Context: an optimization exercise on an open-source flow, tuned for small area, a short achievable clock period and few clock cycles. The choices shown serve that exercise and are no tape-out recipe.
In this exercise RTL edits were held to simulation tests only and were not proved equivalent to the original.

### flow/config.mk
export PLATFORM = sky130hd
export DESIGN_NAME = sa_accel
export DESIGN_NICKNAME = sa_accel
export VERILOG_FILES = /design/flow/design.v
export SDC_FILE = /design/flow/constraint.sdc
export NUM_CORES = 4
export LEC_CHECK = 0
export CAP_MARGIN = 20
export CORE_MARGIN = 2
export CORE_UTILIZATION = 40
export SLEW_MARGIN = 20
### flow/constraint.sdc
create_clock -name core_clock -period 11.0 [get_ports {clk}]
set_input_delay 2.2000 -clock core_clock [delete_from_list [all_inputs] [get_ports {clk}]]
set_output_delay 2.2000 -clock core_clock [all_outputs]
set_load 0.01 [all_outputs]
### flow/design.v
module quantize (
    input  logic        clk,
    input  logic [22:0] acc,
    input  logic [2:0]  cp,
    output logic [7:0]  quantized_data
);
    logic [22:0] v;
    logic        s, uni, c;
    logic [6:0]  w;
    assign v[6:0]  = acc[6:0];
    assign v[22:7] = acc[22:7] + {5'd0, cp[2], 4'd0, cp[1], 4'd0, cp[0]};
    assign s    = v[22];
    assign uni  = (v[22:10] == 13'h0000) || (v[22:10] == 13'h1fff);
    assign w    = v[9:3];
    assign c    = s ? (v[2] & (v[1] | v[0])) : v[2];
    logic       s_q, uni_q, c_q;
    logic [6:0] w_q;
    always_ff @(posedge clk) begin
        s_q   <= s;
        uni_q <= uni;
        c_q   <= c;
        w_q   <= w;
    end
    always_comb begin
        if (!uni_q)           quantized_data = s_q ? 8'h80 : 8'h7f;
        else if (s_q)         quantized_data = {1'b1, w_q} + {7'd0, c_q};
        else if (&w_q && c_q) quantized_data = 8'h7f;
        else                  quantized_data = {1'b0, w_q} + {7'd0, c_q};
    end
endmodule
module shift_register #(
    parameter LEN = 1,
    parameter W   = 8
) (
    input  logic         clk,
    input  logic [W-1:0] din,
    output logic [W-1:0] dout
);
    logic [W-1:0] sr [0:LEN-1];
    always_ff @(posedge clk) begin
        sr[0] <= din;
        for (int i = 1; i < LEN; i++) sr[i] <= sr[i-1];
    end
    assign dout = sr[LEN-1];
endmodule
module shift_array (
    input  logic             clk,
    input  logic [31:0]      a_in,       
    input  logic [7:0]       b0_in,      
    input  logic [3:1][7:0]  b_in,       
    output logic [3:0][31:0] a_col,      
    output logic [3:0][11:0] bd_col      
);
    function automatic logic [11:0] booth_enc(input logic [7:0] b);
        logic [3:0] one, two, neg;
        logic bm1, b0, b1;
        for (int k = 0; k < 4; k++) begin
            bm1 = (k == 0) ? 1'b0 : b[2*k-1];
            b0  = b[2*k];
            b1  = b[2*k+1];
            one[k] = b0 ^ bm1;
            two[k] = (b1 & ~b0 & ~bm1) | (~b1 & b0 & bm1);
            neg[k] = b1;
        end
        booth_enc = {neg, two, one};
    endfunction
    assign a_col[0] = a_in;
    always_ff @(posedge clk) begin
        bd_col[0] <= booth_enc(b0_in);
    end
    generate
        for (genvar m = 1; m < 4; m++) begin : g_col
            shift_register #(.LEN(1), .W(32)) u_a (
                .clk(clk), .din(a_col[m-1]), .dout(a_col[m]));
            logic [7:0] b_pre;
            if (m == 1) begin : g_direct
                assign b_pre = b_in[m];
            end else begin : g_delay
                shift_register #(.LEN(m-1), .W(8)) u_b (
                    .clk(clk), .din(b_in[m]), .dout(b_pre));
            end
            always_ff @(posedge clk) begin
                bd_col[m] <= booth_enc(b_pre);
            end
        end
    endgenerate
endmodule
module mac_pe (
    input  logic        clk,
    input  logic        first,
    input  logic [7:0]  a,
    input  logic [3:0]  one, two, neg,   
    output logic [22:0] acc,
    output logic [2:0]  cpend    
);
    logic pp1;
    logic pp2;
    logic pp3;
    logic pp4;
    logic pp5;
    logic pp6;
    logic pp7;
    logic pp8;
    logic pp9;
    logic ns10;
    logic pp11;
    logic pp12;
    logic pp13;
    logic pp14;
    logic pp15;
    logic pp16;
    logic pp17;
    logic pp18;
    logic pp19;
    logic ns20;
    logic pp21;
    logic pp22;
    logic pp23;
    logic pp24;
    logic pp25;
    logic pp26;
    logic pp27;
    logic pp28;
    logic pp29;
    logic ns30;
    logic pp31;
    logic pp32;
    logic pp33;
    logic pp34;
    logic pp35;
    logic pp36;
    logic pp37;
    logic pp38;
    logic pp39;
    logic ns40;
    logic g41;
    logic g42;
    logic g43;
    logic g44;
    logic g45;
    logic g46;
    logic g47;
    logic g48;
    logic g49;
    logic g50;
    logic g51;
    logic g52;
    logic g53;
    logic g54;
    logic g55;
    logic g56;
    logic g57;
    logic g58;
    logic g59;
    logic g60;
    logic g61;
    logic g62;
    logic g63;
    logic g64;
    logic g65;
    logic g66;
    logic s67;
    logic c68;
    logic s69;
    logic c70;
    logic s71;
    logic c72;
    logic s73;
    logic c74;
    logic s75;
    logic c76;
    logic s77;
    logic c78;
    logic s79;
    logic c80;
    logic s81;
    logic c82;
    logic s83;
    logic c84;
    logic s85;
    logic c86;
    logic s87;
    logic c88;
    logic s89;
    logic s90;
    logic c91;
    logic s92;
    logic c93;
    logic s94;
    logic c95;
    logic s96;
    logic c97;
    logic s98;
    logic c99;
    logic s100;
    logic c101;
    logic s102;
    logic c103;
    logic s104;
    logic c105;
    logic s106;
    logic c107;
    logic s108;
    logic c109;
    logic s110;
    logic c111;
    logic s112;
    logic c113;
    logic s114;
    logic c115;
    logic s116;
    logic c117;
    logic s118;
    logic c119;
    logic s120;
    logic c121;
    logic s122;
    logic c123;
    logic s124;
    logic c125;
    logic s126;
    logic c127;
    logic s128;
    logic c129;
    logic s130;
    logic c131;
    logic s132;
    logic c133;
    logic s134;
    logic c135;
    logic s136;
    logic c137;
    logic s138;
    logic c139;
    logic s140;
    logic c141;
    logic s142;
    logic c143;
    logic s144;
    logic c145;
    logic s146;
    logic s147;
    logic s148;
    logic c149;
    logic s150;
    logic s151;
    logic s152;
    logic s153;
    logic s154;
    assign pp1 = ((one[0] & a[0])) ^ neg[0];
    assign pp2 = ((one[0] & a[1]) | (two[0] & a[0])) ^ neg[0];
    assign pp3 = ((one[0] & a[2]) | (two[0] & a[1])) ^ neg[0];
    assign pp4 = ((one[0] & a[3]) | (two[0] & a[2])) ^ neg[0];
    assign pp5 = ((one[0] & a[4]) | (two[0] & a[3])) ^ neg[0];
    assign pp6 = ((one[0] & a[5]) | (two[0] & a[4])) ^ neg[0];
    assign pp7 = ((one[0] & a[6]) | (two[0] & a[5])) ^ neg[0];
    assign pp8 = ((one[0] & a[7]) | (two[0] & a[6])) ^ neg[0];
    assign pp9 = ((one[0] & a[7]) | (two[0] & a[7])) ^ neg[0];
    assign ns10 = ~pp9;
    assign pp11 = ((one[1] & a[0])) ^ neg[1];
    assign pp12 = ((one[1] & a[1]) | (two[1] & a[0])) ^ neg[1];
    assign pp13 = ((one[1] & a[2]) | (two[1] & a[1])) ^ neg[1];
    assign pp14 = ((one[1] & a[3]) | (two[1] & a[2])) ^ neg[1];
    assign pp15 = ((one[1] & a[4]) | (two[1] & a[3])) ^ neg[1];
    assign pp16 = ((one[1] & a[5]) | (two[1] & a[4])) ^ neg[1];
    assign pp17 = ((one[1] & a[6]) | (two[1] & a[5])) ^ neg[1];
    assign pp18 = ((one[1] & a[7]) | (two[1] & a[6])) ^ neg[1];
    assign pp19 = ((one[1] & a[7]) | (two[1] & a[7])) ^ neg[1];
    assign ns20 = ~pp19;
    assign pp21 = ((one[2] & a[0])) ^ neg[2];
    assign pp22 = ((one[2] & a[1]) | (two[2] & a[0])) ^ neg[2];
    assign pp23 = ((one[2] & a[2]) | (two[2] & a[1])) ^ neg[2];
    assign pp24 = ((one[2] & a[3]) | (two[2] & a[2])) ^ neg[2];
    assign pp25 = ((one[2] & a[4]) | (two[2] & a[3])) ^ neg[2];
    assign pp26 = ((one[2] & a[5]) | (two[2] & a[4])) ^ neg[2];
    assign pp27 = ((one[2] & a[6]) | (two[2] & a[5])) ^ neg[2];
    assign pp28 = ((one[2] & a[7]) | (two[2] & a[6])) ^ neg[2];
    assign pp29 = ((one[2] & a[7]) | (two[2] & a[7])) ^ neg[2];
    assign ns30 = ~pp29;
    assign pp31 = ((one[3] & a[0])) ^ neg[3];
    assign pp32 = ((one[3] & a[1]) | (two[3] & a[0])) ^ neg[3];
    assign pp33 = ((one[3] & a[2]) | (two[3] & a[1])) ^ neg[3];
    assign pp34 = ((one[3] & a[3]) | (two[3] & a[2])) ^ neg[3];
    assign pp35 = ((one[3] & a[4]) | (two[3] & a[3])) ^ neg[3];
    assign pp36 = ((one[3] & a[5]) | (two[3] & a[4])) ^ neg[3];
    assign pp37 = ((one[3] & a[6]) | (two[3] & a[5])) ^ neg[3];
    assign pp38 = ((one[3] & a[7]) | (two[3] & a[6])) ^ neg[3];
    assign pp39 = ((one[3] & a[7]) | (two[3] & a[7])) ^ neg[3];
    assign ns40 = ~pp39;
    assign g41 = acc[0] & ~first;
    assign g42 = acc[1] & ~first;
    assign g43 = acc[2] & ~first;
    assign g44 = acc[3] & ~first;
    assign g45 = acc[4] & ~first;
    assign g46 = acc[5] & ~first;
    assign g47 = acc[6] & ~first;
    assign g48 = acc[7] & ~first;
    assign g49 = acc[8] & ~first;
    assign g50 = acc[9] & ~first;
    assign g51 = acc[10] & ~first;
    assign g52 = acc[11] & ~first;
    assign g53 = acc[12] & ~first;
    assign g54 = acc[13] & ~first;
    assign g55 = acc[14] & ~first;
    assign g56 = acc[15] & ~first;
    assign g57 = acc[16] & ~first;
    assign g58 = acc[17] & ~first;
    assign g59 = acc[18] & ~first;
    assign g60 = acc[19] & ~first;
    assign g61 = acc[20] & ~first;
    assign g62 = acc[21] & ~first;
    assign g63 = acc[22] & ~first;
    assign g64 = cpend[0] & ~first;
    assign g65 = cpend[1] & ~first;
    assign g66 = cpend[2] & ~first;
    assign s67 = neg[2] ^ pp5;
    assign c68 = neg[2] & pp5;
    assign s69 = pp6 ^ pp14;
    assign c70 = pp6 & pp14;
    assign s71 = neg[3] ^ pp7 ^ pp15;
    assign c72 = (neg[3] & pp7) | (neg[3] & pp15) | (pp7 & pp15);
    assign s73 = pp23 ^ pp31;
    assign c74 = pp23 & pp31;
    assign s75 = pp8 ^ pp16 ^ pp24;
    assign c76 = (pp8 & pp16) | (pp8 & pp24) | (pp16 & pp24);
    assign s77 = pp32 ^ g48 ^ g64;
    assign c78 = (pp32 & g48) | (pp32 & g64) | (g48 & g64);
    assign s79 = ~(pp17 ^ pp25);
    assign c80 = pp17 | pp25;
    assign s81 = pp33 ^ ns10 ^ g49;
    assign c82 = (pp33 & ns10) | (pp33 & g49) | (ns10 & g49);
    assign s83 = ~(pp18 ^ pp26);
    assign c84 = pp18 | pp26;
    assign s85 = pp34 ^ g50;
    assign c86 = pp34 & g50;
    assign s87 = pp27 ^ pp35 ^ ns20;
    assign c88 = (pp27 & pp35) | (pp27 & ns20) | (pp35 & ns20);
    assign s89 = ~pp28;
    assign s90 = pp37 ^ ns30;
    assign c91 = pp37 & ns30;
    assign s92 = neg[1] ^ pp3;
    assign c93 = neg[1] & pp3;
    assign s94 = pp4 ^ pp12;
    assign c95 = pp4 & pp12;
    assign s96 = pp13 ^ pp21 ^ s67;
    assign c97 = (pp13 & pp21) | (pp13 & s67) | (pp21 & s67);
    assign s98 = pp22 ^ c68 ^ s69;
    assign c99 = (pp22 & c68) | (pp22 & s69) | (c68 & s69);
    assign s100 = c70 ^ s73 ^ s71;
    assign c101 = (c70 & s73) | (c70 & s71) | (s73 & s71);
    assign s102 = c74 ^ c72 ^ s75;
    assign c103 = (c74 & c72) | (c74 & s75) | (c72 & s75);
    assign s104 = c76 ^ s79 ^ c78;
    assign c105 = (c76 & s79) | (c76 & c78) | (s79 & c78);
    assign s106 = c80 ^ s83 ^ s85;
    assign c107 = (c80 & s83) | (c80 & s85) | (s83 & s85);
    assign s108 = c84 ^ g51 ^ c86;
    assign c109 = (c84 & g51) | (c84 & c86) | (g51 & c86);
    assign s110 = pp36 ^ s89 ^ g52;
    assign c111 = (pp36 & s89) | (pp36 & g52) | (s89 & g52);
    assign s112 = pp28 ^ s90 ^ g53;
    assign c113 = (pp28 & s90) | (pp28 & g53) | (s90 & g53);
    assign s114 = ~(pp38 ^ c91);
    assign c115 = pp38 | c91;
    assign s116 = neg[0] ^ pp1;
    assign c117 = neg[0] & pp1;
    assign s118 = pp2 ^ g42;
    assign c119 = pp2 & g42;
    assign s120 = pp11 ^ s92 ^ g43;
    assign c121 = (pp11 & s92) | (pp11 & g43) | (s92 & g43);
    assign s122 = c93 ^ s94 ^ g44;
    assign c123 = (c93 & s94) | (c93 & g44) | (s94 & g44);
    assign s124 = c95 ^ g45 ^ s96;
    assign c125 = (c95 & g45) | (c95 & s96) | (g45 & s96);
    assign s126 = g46 ^ c97 ^ s98;
    assign c127 = (g46 & c97) | (g46 & s98) | (c97 & s98);
    assign s128 = g47 ^ c99 ^ s100;
    assign c129 = (g47 & c99) | (g47 & s100) | (c99 & s100);
    assign s130 = c101 ^ s102 ^ s77;
    assign c131 = (c101 & s102) | (c101 & s77) | (s102 & s77);
    assign s132 = c103 ^ s81 ^ s104;
    assign c133 = (c103 & s81) | (c103 & s104) | (s81 & s104);
    assign s134 = c82 ^ s106 ^ c105;
    assign c135 = (c82 & s106) | (c82 & c105) | (s106 & c105);
    assign s136 = s87 ^ c107 ^ s108;
    assign c137 = (s87 & c107) | (s87 & s108) | (c107 & s108);
    assign s138 = c88 ^ s110 ^ c109;
    assign c139 = (c88 & s110) | (c88 & c109) | (s110 & c109);
    assign s140 = g65 ^ c111 ^ s112;
    assign c141 = (g65 & c111) | (g65 & s112) | (c111 & s112);
    assign s142 = g54 ^ c113 ^ s114;
    assign c143 = (g54 & c113) | (g54 & s114) | (c113 & s114);
    assign s144 = ns40 ^ g55 ^ c115;
    assign c145 = (ns40 & g55) | (ns40 & c115) | (g55 & c115);
    assign s146 = ~g56;
    assign s147 = ~g57;
    assign s148 = ~(g58 ^ g66);
    assign c149 = g58 | g66;
    assign s150 = ~g59;
    assign s151 = ~g60;
    assign s152 = ~g61;
    assign s153 = ~g62;
    assign s154 = ~g63;
    logic [22:0] r0, r1;
    assign r0 = {g62, g61, g60, g59, c149, g57, g56, c145, c143, c141, c139, c137, c135, c133, c131, c129, c127, c125, c123, c121, c119, c117, s116};
    assign r1 = {s154, s153, s152, s151, s150, s148, s147, s146, s144, s142, s140, s138, s136, s134, s132, s130, s128, s126, s124, s122, s120, s118, g41};
    always_ff @(posedge clk) begin
        {cpend[0], acc[6:0]} <= {1'b0, r0[6:0]} + {1'b0, r1[6:0]};
        {cpend[1], acc[11:7]} <= {1'b0, r0[11:7]} + {1'b0, r1[11:7]};
        {cpend[2], acc[16:12]} <= {1'b0, r0[16:12]} + {1'b0, r1[16:12]};
        acc[22:17] <= r0[22:17] + r1[22:17];
    end
endmodule
module systolic_NxN_cfg (
    input  logic             clk,
    input  logic [3:0][31:0] a_col,
    input  logic [3:0][11:0] bd_col,    
    input  logic [3:0]       first,     
    output logic [3:0][3:0][22:0] psum,  
    output logic [3:0][3:0][2:0]  cpend  
);
    generate
        for (genvar m = 0; m < 4; m++) begin : g_m
            for (genvar x = 0; x < 4; x++) begin : g_x
                mac_pe u_pe (
                    .clk(clk), .first(first[m]), .a(a_col[m][8*x +: 8]),
                    .one(bd_col[m][3:0]), .two(bd_col[m][7:4]), .neg(bd_col[m][11:8]),
                    .acc(psum[m][x]), .cpend(cpend[m][x]));
            end
        end
    endgenerate
endmodule
module SA_with_shift_cfg (
    input  logic        clk,
    input  logic        rst_n,
    input  logic        start_all,
    input  logic [7:0]  k_param,
    input  logic        out_mode,
    input  logic [7:0]  row_shape,
    input  logic [7:0]  col_shape,
    output logic        done_all,
    output logic        ren_n,
    output logic [12:0] raddr_row,
    input  logic [31:0] rdata_row,
    output logic [12:0] raddr_col,
    input  logic [31:0] rdata_col,
    output logic        wen_n,
    output logic [12:0] waddr,
    output logic [31:0] data_out
);
    logic        busy;
    logic [7:0]  cnt;         
    logic [7:0]  inner;       
    logic [7:0]  outer;       
    logic [12:0] base_a;      
    logic        ren_q;       
    logic        first_q;     
    logic [12:0] ra_row, ra_col;
    logic        mode;
    logic [7:0]  kq, n_outer, n_inner, slot_m1;
    logic go;    
    always_ff @(posedge clk or negedge rst_n) begin
        if (!rst_n) go <= 1'b0;
        else        go <= start_all && !busy && !go;
    end
    always_ff @(posedge clk) begin
        if (!busy && !go) begin
            mode    <= out_mode;
            kq      <= k_param;
            n_outer <= out_mode ? col_shape : row_shape;
            n_inner <= out_mode ? row_shape : col_shape;
            slot_m1 <= (k_param < 8'd4) ? 8'd3 : k_param - 8'd1;
        end
    end
    logic end_blk, inner_last, last_blk, job_last;
    assign end_blk    = busy && (cnt == 8'd0);
    assign inner_last = (inner == 8'd0);
    assign job_last   = end_blk && inner_last && (outer == 8'd0);
    assign last_blk   = end_blk;
    logic [12:0] ra_a, ra_b, na_a, na_b;
    assign ra_a = mode ? ra_col : ra_row;
    assign ra_b = mode ? ra_row : ra_col;
    always_comb begin
        na_a = ra_a;
        na_b = ra_b;
        if (ren_q) begin
            na_a = ra_a + 13'd1;
            na_b = ra_b + 13'd1;
            if (end_blk) begin
                if (inner_last) na_b = 13'd0;
                else            na_a = base_a;
            end
        end
    end
    logic       busy_n;
    logic [7:0] cnt_n;
    always_comb begin
        busy_n = busy;
        cnt_n  = cnt - 8'd1;
        if (!busy) begin
            busy_n = go;
            cnt_n  = slot_m1;
        end else if (cnt == 8'd0) begin
            busy_n = !job_last;
            cnt_n  = slot_m1;
        end
    end
    always_ff @(posedge clk or negedge rst_n) begin
        if (!rst_n) begin
            busy    <= 1'b0;
            cnt     <= 8'd0;
            inner   <= 8'd0;
            outer   <= 8'd0;
            base_a  <= 13'd0;
            ren_q   <= 1'b0;
            first_q <= 1'b0;
            ra_row  <= 13'd0;
            ra_col  <= 13'd0;
        end else begin
            busy    <= busy_n;
            cnt     <= cnt_n;
            ren_q   <= busy_n && (cnt_n < kq);
            first_q <= busy_n && (cnt_n == kq - 8'd1);
            if (!busy) begin
                inner  <= n_inner - 8'd1;
                outer  <= n_outer - 8'd1;
                base_a <= 13'd0;
                ra_row <= 13'd0;
                ra_col <= 13'd0;
            end else begin
                if (end_blk) begin
                    if (inner_last) begin
                        inner  <= n_inner - 8'd1;
                        outer  <= outer - 8'd1;
                        base_a <= ra_a + 13'd1;
                    end else begin
                        inner  <= inner - 8'd1;
                    end
                end
                ra_row <= mode ? na_b : na_a;
                ra_col <= mode ? na_a : na_b;
            end
        end
    end
    assign ren_n     = !ren_q;
    assign raddr_row = ra_row;
    assign raddr_col = ra_col;
    logic [7:0] p_val, p_first, p_last, p_job;
    always_ff @(posedge clk or negedge rst_n) begin
        if (!rst_n) begin
            p_val   <= '0;
            p_first <= '0;
            p_last  <= '0;
            p_job   <= '0;
        end else begin
            p_val   <= {p_val[6:0],   ren_q};
            p_first <= {p_first[6:0], ren_q && first_q};
            p_last  <= {p_last[6:0],  last_blk};
            p_job   <= {p_job[6:0],   job_last};
        end
    end
    logic [31:0]     a_word, b_word;
    logic [31:0]     a_reg;
    logic [3:1][7:0] b_reg;
    assign a_word = mode ? rdata_col : rdata_row;
    assign b_word = mode ? rdata_row : rdata_col;
    always_ff @(posedge clk) begin
        a_reg <= p_val[0] ? a_word : 32'd0;
        b_reg <= b_word[31:8];
    end
    logic [3:0][31:0] a_col;
    logic [3:0][11:0] bd_col;
    shift_array u_skew (
        .clk(clk), .a_in(a_reg), .b0_in(b_word[7:0]), .b_in(b_reg),
        .a_col(a_col), .bd_col(bd_col));
    logic [3:0][3:0][22:0] psum;
    logic [3:0][3:0][2:0]  cpend;
    systolic_NxN_cfg u_array (
        .clk(clk), .a_col(a_col), .bd_col(bd_col),
        .first(p_first[4:1]), .psum(psum), .cpend(cpend));
    logic [3:0] wr;
    assign wr = p_last[5:2];
    logic [3:0][22:0] sel_acc;
    logic [3:0][2:0]  sel_cp;
    always_comb begin
        for (int x = 0; x < 4; x++) begin
            sel_acc[x] = '0;
            sel_cp[x]  = 3'd0;
            for (int m = 0; m < 4; m++)
                if (wr[m]) begin
                    sel_acc[x] = psum[m][x];
                    sel_cp[x]  = cpend[m][x];
                end
        end
    end
    logic [3:0][7:0] q;
    generate
        for (genvar x = 0; x < 4; x++) begin : g_q
            quantize u_q (.clk(clk), .acc(sel_acc[x]), .cp(sel_cp[x]), .quantized_data(q[x]));
        end
    endgenerate
    logic        wr_d;
    logic [31:0] dout_q;
    logic        wen_q, done_q;
    logic [12:0] waddr_q;
    always_ff @(posedge clk) begin
        dout_q <= q;
    end
    always_ff @(posedge clk or negedge rst_n) begin
        if (!rst_n) begin
            wr_d    <= 1'b0;
            wen_q   <= 1'b0;
            done_q  <= 1'b0;
            waddr_q <= 13'h1fff;
        end else begin
            wr_d   <= |wr;
            wen_q  <= wr_d;
            done_q <= p_job[6];
            if (go)        waddr_q <= 13'h1fff;
            else if (wr_d) waddr_q <= waddr_q + 13'd1;
        end
    end
    assign data_out = dout_q;
    assign wen_n    = !wen_q;
    assign waddr    = waddr_q;
    assign done_all = done_q;
endmodule
module sa_accel (
    input  logic        clk,
    input  logic        rst_n,
    input  logic        start_all,
    input  logic [7:0]  k_param,
    input  logic        out_mode,
    input  logic [7:0]  row_shape,
    input  logic [7:0]  col_shape,
    output logic        done_all,
    output logic        ren_n,
    output logic [12:0] raddr_row,
    input  logic [31:0] rdata_row,
    output logic [12:0] raddr_col,
    input  logic [31:0] rdata_col,
    output logic        wen_n,
    output logic [12:0] waddr,
    output logic [31:0] data_out
);
SA_with_shift_cfg u_SA (
    .clk(clk), .rst_n(rst_n),
    .start_all(start_all), .k_param(k_param), .out_mode(out_mode),
    .row_shape(row_shape), .col_shape(col_shape), .done_all(done_all),
    .ren_n(ren_n), .raddr_row(raddr_row), .rdata_row(rdata_row),
    .raddr_col(raddr_col), .rdata_col(rdata_col),
    .wen_n(wen_n), .waddr(waddr), .data_out(data_out)
);
endmodule
### flow/flow/run.sh
#!/bin/bash
set -euo pipefail
bash standard.sh SETUP_SLACK_MARGIN=7.5 "BUFFER_PORTS_ARGS=-buffer_cell sky130_fd_sc_hd__buf_4" finish > standard.log 2>&1
### flow/standard.sh
#!/bin/bash
# synth_recipe.tcl (not shown) runs the flow's synth.tcl, then flattens the netlist and writes it again
# the make line also repeats each setting of config.mk as NAME=value (left out here)
make -C /OpenROAD-flow-scripts/flow DESIGN_CONFIG=/design/flow/config.mk WORK_HOME=/design/flow/orfs CLKGATE_MAP_FILE= SYNTH_SCRIPT=/design/flow/synth_recipe.tcl "${@:-finish}"
==> results of run 1 <==
[synth_stat cells, types with 68 or more instances]
cell / count / area share (%)
sky130_fd_sc_hd__nand3_1: 68 / 0.50
sky130_fd_sc_hd__o21ai_0: 230 / 1.7
sky130_fd_sc_hd__dfrtp_1: 89 / 3.3
sky130_fd_sc_hd__fa_1: 496 / 15
sky130_fd_sc_hd__buf_1: 78 / 0.43
sky130_fd_sc_hd__xnor2_1: 639 / 8.3
sky130_fd_sc_hd__inv_1: 1028 / 5.7
sky130_fd_sc_hd__a22oi_1: 462 / 5.1
sky130_fd_sc_hd__dfxtp_1: 712 / 21
sky130_fd_sc_hd__nor2_1: 179 / 1.0
sky130_fd_sc_hd__xor2_1: 308 / 4.0
sky130_fd_sc_hd__nor2b_1: 259 / 2.4
sky130_fd_sc_hd__mux2i_1: 73 / 1.1
sky130_fd_sc_hd__nand2_1: 232 / 1.3
sky130_fd_sc_hd__a21oi_1: 300 / 2.2
sky130_fd_sc_hd__a21o_1: 132 / 1.5
sky130_fd_sc_hd__clkbuf_1: 261 / 1.5
sky130_fd_sc_hd__ha_1: 598 / 11
sky130_fd_sc_hd__nand2b_1: 341 / 3.2
[logic make-up after synthesis]
logic type / share of synthesized area (%)
AO/OA/AOI/OAI: 14.4
XOR/XNOR: 12.3
adder cells (fa/ha/maj): 25.8
buffers and inverters: 8.59
flip-flops: 26.4
multiplexers: 1.90
AND/OR/NAND/NOR: 10.6
[cell type report]
type,instances,area (um2)
Fill cell,15100,84800
Clock buffer,132,2900
Timing Repair Buffer,646,8000
Antenna cell,17,42.5
Sequential cell,847,18100
Inverter,1036,3920
Tap cell,2204,2760
Multi-Input combinational cell,4889,46000
Clock inverter,66,812
[how the worst max path moves through the flow]
stage                                         endpoint  slack, ps  cells past startpoint
2_1_floorplan                    u_SA.g_q[3].u_q.uni_q       7340                     19
3_3_place_gp                     u_SA.g_q[3].u_q.uni_q       6400                     14
3_5_place_dp                       u_SA.g_q[3].u_q.c_q       6300                     15
4_1_cts                                      waddr[11]       7280                      1
5_1_grt        u_SA.u_array.g_m[1].g_x[0].u_pe.acc[11]       7210                     17
6_report       u_SA.u_array.g_m[0].g_x[3].u_pe.acc[11]       7330                     15
[worst max-delay path: stages (launching register included)]
cell	delay, ps
sky130_fd_sc_hd__dfxtp_2	400
sky130_fd_sc_hd__buf_12	260
sky130_fd_sc_hd__xor2_1	130
sky130_fd_sc_hd__fa_1	550
sky130_fd_sc_hd__inv_1	60
sky130_fd_sc_hd__fa_1	500
sky130_fd_sc_hd__inv_2	50
sky130_fd_sc_hd__fa_1	460
sky130_fd_sc_hd__inv_1	70
sky130_fd_sc_hd__ha_2	200
sky130_fd_sc_hd__inv_2	50
sky130_fd_sc_hd__fa_2	370
sky130_fd_sc_hd__inv_2	70
sky130_fd_sc_hd__a21o_1	160
sky130_fd_sc_hd__a21oi_2	80
sky130_fd_sc_hd__xnor2_1	130
[metal layers]
metal / wire (um) / up-vias
met4: 15300 / 12
met5: 71 / -
li1: - / 24400
met2: 106000 / 2640
met1: 92600 / 27000
met3: 21300 / 682
[metrics by stage]
stage / setup WS (ps)
6_report: 7330
5_1_grt: 7210
4_1_cts: 7280
3_5_place_dp: 6300
3_3_place_gp: 6400
2_1_floorplan: 7340
[what timing repair did]
item | in CTS | in global routing
endpoints found under the hold margin | 0 | 0
buffers inserted | 215 | 120
pin swaps | 114 | 299
gates resized for setup | 567 | 439
endpoints found under the setup margin | 250 | 170
gates cloned | 57 | 21
==> load_flow_metrics.sql, run 1 <==
INSERT INTO impl_metrics (metric_group, metric, value, unit) VALUES
('sta', 'max_clock_freq', '0.273', 'GHz'),
('sta', 'final_min_period_over_clock_period', '33.3', '%'),
('route', 'drt-vias-per-instance', '5.57', ''),
('floorplanning', 'chipHeight', '415', 'um'),
('sta', 'tightest_slew', '1110', 'ps'),
('yosys', 'synth_enable_flop_cells', '33', ''),
('sta', 'timing.setup.tns', '0', 'ps'),
('route', 'route.detailed.wl_per_inst', '23.9', 'um'),
('final_layout', 'top_regs', 'u_SA.u_array.g_m.g_x.u_pe.acc (368), u_SA.u_skew.g_col.u_a.sr (96)', ''),
('setup_path', 'worstSetupStartpointType', 'flip-flop', ''),
('yosys', 'synth_flop_cell', 'sky130_fd_sc_hd__dfxtp_1', ''),
('setup_path', 'worst_r2r_startpoint', 'u_SA.u_skew.bd_col[10]', ''),
('clock_tree', 'htree_levels', '3', ''),
('sta', 'maxSlewViolCount', '0', ''),
('placed_design', 'dpl_cell_area', '0.0703', 'mm2'),
('final_layout', 'largest_register', 'u_SA.u_array.g_m.g_x.u_pe.acc', ''),
('floorplanning', 'std_cell_rows', '150', ''),
('setup_path', 'rrSetupSlack', '7330', 'ps'),
('final_layout', 'layout.cells.most_common', 'sky130_fd_sc_hd__inv_1', ''),
('global_route', 'grt_use_met2', '41.4', '%'),
('yosys', 'synthesis.instances', '7221', ''),
('floorplanning', 'start_util', '40.3', '%'),
('yosys', 'postSynth.asyncResetShare', '12.0', '%'),
('route', 'routed_wirelength', '235000', 'um'),
('clock_tree', 'worst_skew_pair_latency', '790', 'ps'),
('hold_path', 'min_to', 'u_SA.u_skew.g_col[2].g_delay.u_b.sr[0][4]', ''),
('final_layout', 'layout.core_utilization', '49.3', '%'),
('hold_path', 'timing.hold.worst.start', 'u_SA.b_reg[12]', ''),
('final_layout', 'layout-drive-gt1-share', '20.7', '%'),
('floorplanning', 'core', '0.167', 'mm2'),
('final_layout', 'largest_register_ff_count', '368', ''),
('setup_path', 'worst-setup-path-type', 'reg2reg', ''),
('hold_path', 'hold-path-cell-count', '0', ''),
('placed_design', 'gp_congestion', '0.900', ''),
('global_route', 'grt_busiest_layer', 'met2', ''),
('global_route', 'grt_overflow', '0', ''),
('clock_tree', 'clock-sinks', '847', ''),
('yosys', 'synthesis.yosys.warnings', '10', ''),
('setup_path', 'critical_path_arrival', '4310', 'ps'),
('global_route', 'met1_usage', '33.2', '%'),
('yosys', 'register_bit_total_from_synthesis', '847', ''),
('sta', 'timing.hold.ws', '326', 'ps'),
('floorplanning', 'pin_count', '166', ''),
('route', 'drt_pass1_iterations', '6', ''),
('sta', 'clock-skew-final', '95.9', 'ps'),
('setup_path', 'r2r.worst_path.cells', '15', ''),
('setup_path', 'worstPathRequired', '11640', 'ps'),
('global_route', 'pin_count_of_the_biggest_net_entering_global_routing', '139', ''),
('yosys', 'syn_area', '0.0675', 'mm2'),
('clock_tree', 'cts_tree', 'built', ''),
('setup_path', 'setup.worst_path.start', 'u_SA.u_skew.bd_col[10]', ''),
('sta', 'slew-limit-headroom', '25.9', '%'),
('route', 'postRouteAntennaNets', '0', ''),
('floorplanning', 'total_die_area', '0.172', 'mm2'),
('sta', 'grt_setup_unrepaired', 'true', ''),
('status', 'status', 'finished clean', ''),
('setup_path', 'critical_path.endpoint_type', 'flip-flop', ''),
('setup_path', 'regToRegEndpoint', 'u_SA.u_array.g_m[0].g_x[3].u_pe.acc[11]', ''),
('sta', 'period_needed', '3670', 'ps'),
('final_layout', 'mostFrequentLayoutCells', 'sky130_fd_sc_hd__inv_1 (954), sky130_fd_sc_hd__xnor2_1 (625), sky130_fd_sc_hd__dfxtp_1 (569)', ''),
('clock_tree', 'cts-root-to-sink-buffers', '3', ''),
('final_layout', 'post_layout_nonfiller_instances', '9837', ''),
('route', 'drt_iter0_markers', '4983', ''),
('yosys', 'synthesis.area_per_instance', '9.35', 'um2'),
('final_layout', 'design_area', '0.0826', 'mm2'),
('route', 'drc_errors', '0', ''),
('clock_tree', 'cts.hold.buffers_added', '0', ''),
('flow_run', 'drv.max_cap_violation_count', '0', ''),
('floorplanning', 'floorplan.die.width', '415', 'um');
Testbench counts, summed over its fixed seeds: cycles 206,522.
==> inputs of run 2 (changes only) <==
==> flow/flow/run.sh (replaced) <==
#!/bin/bash
set -euo pipefail
bash standard.sh SETUP_SLACK_MARGIN=7 "BUFFER_PORTS_ARGS=-buffer_cell sky130_fd_sc_hd__buf_4" finish > standard.log 2>&1
==> load_flow_metrics.sql, run 2 <==
INSERT INTO impl_metrics (metric_group, metric, value, unit) VALUES
('status', 'status', 'finished clean', ''),
('clock_tree', 'cts-root-to-sink-buffers', '3', ''),
('route', 'dr_total_vias', '50200', ''),
('yosys', 'syn_area', '0.0675', 'mm2'),
('final_layout', 'layout.cells.most_common', 'sky130_fd_sc_hd__inv_1', ''),
('floorplanning', 'std_cell_rows', '150', ''),
('setup_path', 'rrSetupSlack', '7150', 'ps'),
('clock_tree', 'cts.root.buffer_cell', 'sky130_fd_sc_hd__clkbuf_16', ''),
('sta', 'tightest_slew', '1110', 'ps'),
('setup_path', 'worstPathRequired', '11650', 'ps'),
('yosys', 'synthesis.instances', '7221', ''),
('yosys', 'ys_top_cells_by_area', 'sky130_fd_sc_hd__dfxtp_1 (21%), sky130_fd_sc_hd__fa_1 (15%), sky130_fd_sc_hd__ha_1 (11%)', ''),
('hold_path', 'min-delay-path-class', 'reg2reg', ''),
('global_route', 'groute.usage.overall', '22.1', '%'),
('floorplanning', 'total_die_area', '0.172', 'mm2'),
('floorplanning', 'floorplan.die.width', '415', 'um'),
('yosys', 'synthMostInstantiatedCell', 'sky130_fd_sc_hd__inv_1', ''),
('floorplanning', 'core', '0.167', 'mm2'),
('route', 'drt-vias-per-instance', '5.31', ''),
('flow_run', 'drv.max_cap_violation_count', '0', ''),
('route', 'drt_iter0_markers', '3772', ''),
('global_route', 'via_count_of_the_first_global_routing_pass', '51400', ''),
('yosys', 'synthesis.yosys.warnings', '10', ''),
('sta', 'slew-limit-headroom', '25.8', '%'),
('placed_design', 'gp_congestion', '0.872', ''),
('route', 'postRouteAntennaNets', '0', ''),
('clock_tree', 'cts_tree', 'built', ''),
('sta', 'final_min_period_over_clock_period', '35.0', '%'),
('yosys', 'synth_flop_cell', 'sky130_fd_sc_hd__dfxtp_1', ''),
('final_layout', 'design_area', '0.0749', 'mm2'),
('sta', 'grt_setup_unrepaired', 'true', ''),
('clock_tree', 'cts_inserted_buffers', '105', ''),
('final_layout', 'post_layout_nonfiller_instances', '9447', ''),
('sta', 'period_needed', '3850', 'ps'),
('sta', 'setup_violations', '0', ''),
('clock_tree', 'cts.hold.buffers_added', '0', ''),
('sta', 'clock-skew-final', '78.6', 'ps'),
('clock_tree', 'clock-sinks', '847', ''),
('floorplanning', 'chipHeight', '415', 'um'),
('placed_design', 'dpl_cell_area', '0.0702', 'mm2'),
('yosys', 'register_bit_total_from_synthesis', '847', ''),
('global_route', 'grt_first_pass_wirelength', '300000', 'um'),
('global_route', 'grt_antenna_before_repair', '7', ''),
('global_route', 'pin_count_of_the_biggest_net_entering_global_routing', '139', ''),
('placed_design', 'detailed_place_hpwl', '137000', 'um'),
('setup_path', 'critical_path.endpoint_type', 'flip-flop', ''),
('hold_path', 'timing.hold.worst.start', 'u_SA.b_reg[19]', ''),
('route', 'routed_wirelength', '194000', 'um'),
('clock_tree', 'worst_skew_pair_latency', '780', 'ps'),
('yosys', 'synth_fp_nets', '8407', ''),
('sta', 'timing.setup.tns', '0', 'ps'),
('setup_path', 'worstSetupStartpointType', 'flip-flop', ''),
('floorplanning', 'start_util', '40.3', '%'),
('final_layout', 'area_growth', '10.9', '%'),
('yosys', 'synth_largest_type_area_fraction', '21.1', '%'),
('setup_path', 'path_max_fanout', '45', ''),
('sta', 'max_clock_freq', '0.260', 'GHz'),
('yosys', 'synthTopCellsByCount', 'sky130_fd_sc_hd__inv_1 (1028), sky130_fd_sc_hd__dfxtp_1 (712), sky130_fd_sc_hd__xnor2_1 (639)', ''),
('clock_tree', 'clk_pin_slew_worst_paths', '60', 'ps'),
('yosys', 'synthesis.area_per_instance', '9.35', 'um2'),
('yosys', 'postSynth.asyncResetShare', '12.0', '%'),
('setup_path', 'critical_path_arrival', '4500', 'ps'),
('floorplanning', 'pin_count', '166', ''),
('global_route', 'grt_overflow', '0', ''),
('yosys', 'cell_taking_the_most_area_after_synthesis', 'sky130_fd_sc_hd__dfxtp_1', ''),
('yosys', 'synth_enable_flop_cells', '33', ''),
('final_layout', 'final_net_count', '8331', ''),
('setup_path', 'setup.worst_path.start', 'u_SA.p_last[5]', ''),
('placed_design', 'placed_cells_incl_taps', '9215', ''),
('final_layout', 'largest_register', 'u_SA.u_array.g_m.g_x.u_pe.acc', ''),
('setup_path', 'worst-setup-path-type', 'reg2reg', ''),
('final_layout', 'layout.core_utilization', '44.7', '%'),
('final_layout', 'largest_register_ff_count', '368', ''),
('sta', 'maxSlewViolCount', '0', ''),
('sta', 'timing.hold.ws', '326', 'ps'),
('final_layout', 'layout-drive-gt1-share', '8.51', '%'),
('route', 'route.detailed.wl_per_inst', '20.5', 'um'),
('yosys', 'synthDistinctLibCells', '103', ''),
('route', 'drt_pass1_iterations', '5', ''),
('placed_design', 'port_buffers', '165', ''),
('sta', 'timing_hold_violations_final', '0', ''),
('final_layout', 'top_regs', 'u_SA.u_array.g_m.g_x.u_pe.acc (368), u_SA.u_skew.g_col.u_a.sr (96)', ''),
('route', 'drc_errors', '0', ''),
('clock_tree', 'htree_levels', '3', ''),
('yosys', 'synth_seq_area_share', '26.4', '%'),
('setup_path', 'worst_r2r_startpoint', 'u_SA.p_last[5]', ''),
('final_layout', 'mostFrequentLayoutCells', 'sky130_fd_sc_hd__inv_1 (1027), sky130_fd_sc_hd__dfxtp_1 (682), sky130_fd_sc_hd__xnor2_1 (637)', '');
==> run 2: final cells by class <==
| type | instances | area (um2) |
|---|---|---|
| clock buffers | 140 | 3000 |
| clock inverters | 53 | 624 |
| flip-flops and latches | 847 | 17900 |
| repair buffers | 268 | 2680 |
| well taps | 2204 | 2760 |
| inverters | 1036 | 3900 |
| diodes | 12 | 30.0 |
| multi-input cells | 4887 | 44000 |
| fillers | 16000 | 92500 |
==> run 2: per-stage QoR <==
| step | worst slack, ps |
|---|---|
| floorplan | 7020 |
| global placement | 6380 |
| detailed placement | 6420 |
| CTS | 6980 |
| global route | 6990 |
| finish | 7150 |
==> run 2: path summary, 6_finish.rpt <==
check                      cells after the start                                         to
max                                           14                      u_SA.g_q[3].u_q.uni_q
min                                            0  u_SA.u_skew.g_col[3].g_delay.u_b.sr[0][3]
max reg2reg                                   14                      u_SA.g_q[3].u_q.uni_q
min reg2reg                                    0  u_SA.u_skew.g_col[3].g_delay.u_b.sr[0][3]
max in group asynchronous                      2                             u_SA.p_last[5]
min in group asynchronous                      1                                    u_SA.go
==> run 2: routing by layer <==
metal / up-vias / GRT usage (%) / wire length (um)
met5: - / 0 / 22
met4: 4 / 8.78 / 8210
met3: 362 / 3.55 / 11900
met2: 1481 / 36.8 / 90700
met1: 24700 / 28.5 / 83100
li1: 23600 / - / -
==> run 2: repair_timing <==
action,4_1_cts,5_1_grt
gates resized for setup,49,139
gates cloned,0,6
endpoints found under the setup margin,44,65
pin swaps,0,2
setup buffers,6,15
==> run 2: logic make-up (layout without fill, tap and decap cells) <==
family / Yosys count / in the layout / share of synthesized area [%]
flip-flops: 847 / 847 / 26.4
AO/OA/AOI/OAI: 1435 / 1435 / 14.4
adder cells (fa/ha/maj): 1094 / 1094 / 25.8
other: 0 / 12 / 0
multiplexers: 122 / 122 / 1.90
AND/OR/NAND/NOR: 1289 / 1289 / 10.6
buffers and inverters: 1487 / 1497 / 8.59
XOR/XNOR: 947 / 947 / 12.3
==> run 2: worst max-delay path, cell delays in order (launching register included) <==
cell and delay, ps:
sky130_fd_sc_hd__dfrtp_4 560, sky130_fd_sc_hd__buf_8 210, sky130_fd_sc_hd__or2_2 310, sky130_fd_sc_hd__buf_6 280
sky130_fd_sc_hd__a221oi_1 340, sky130_fd_sc_hd__nor2_1 100, sky130_fd_sc_hd__ha_1 240, sky130_fd_sc_hd__ha_1 240
sky130_fd_sc_hd__nand2_2 160, sky130_fd_sc_hd__a21oi_1 100, sky130_fd_sc_hd__or3_1 300, sky130_fd_sc_hd__a21oi_1 160
sky130_fd_sc_hd__a21oi_1 70, sky130_fd_sc_hd__or4b_1 540, sky130_fd_sc_hd__o21ai_1 130

-- what the ideal ports hide --
The results above use ideal ports. As a check the final layouts listed here were re-extracted and re-timed, cells and wires unchanged. Step 1 (the two cells are an assumption about what drives the block):
set clk [get_ports {clk}]
set_driving_cell -lib_cell sky130_fd_sc_hd__clkbuf_16 $clk
set_driving_cell -lib_cell sky130_fd_sc_hd__buf_2 [delete_from_list [all_inputs] $clk]
Step 2 adds t to the input delays and takes it off the output delays; t is the mean of the earliest and latest rising clock arrival at the registers after step 1. Input paths then give back, and output paths get back, about the clock's delay inside the block. Three values: ideal, step 1, step 2; two values: the first two.
| run | t (ns) | setup WS [ns] | worst data-port slew with drivers (ns) |
|---|---|---|---|
| run 1 | 0.822 | 7.333 / 7.258 / 7.244 | 0.12 |
| run 2 | 0.825 | 7.151 / 7.095 / 7.151 | 0.08 |
After both steps every run listed still meets setup and hold. For run 1, which loses most, drivers alone change the setup slack by -0.075 ns; drivers and shift together by -0.089 ns. The worst setup slack also covers recovery checks on asynchronous resets.
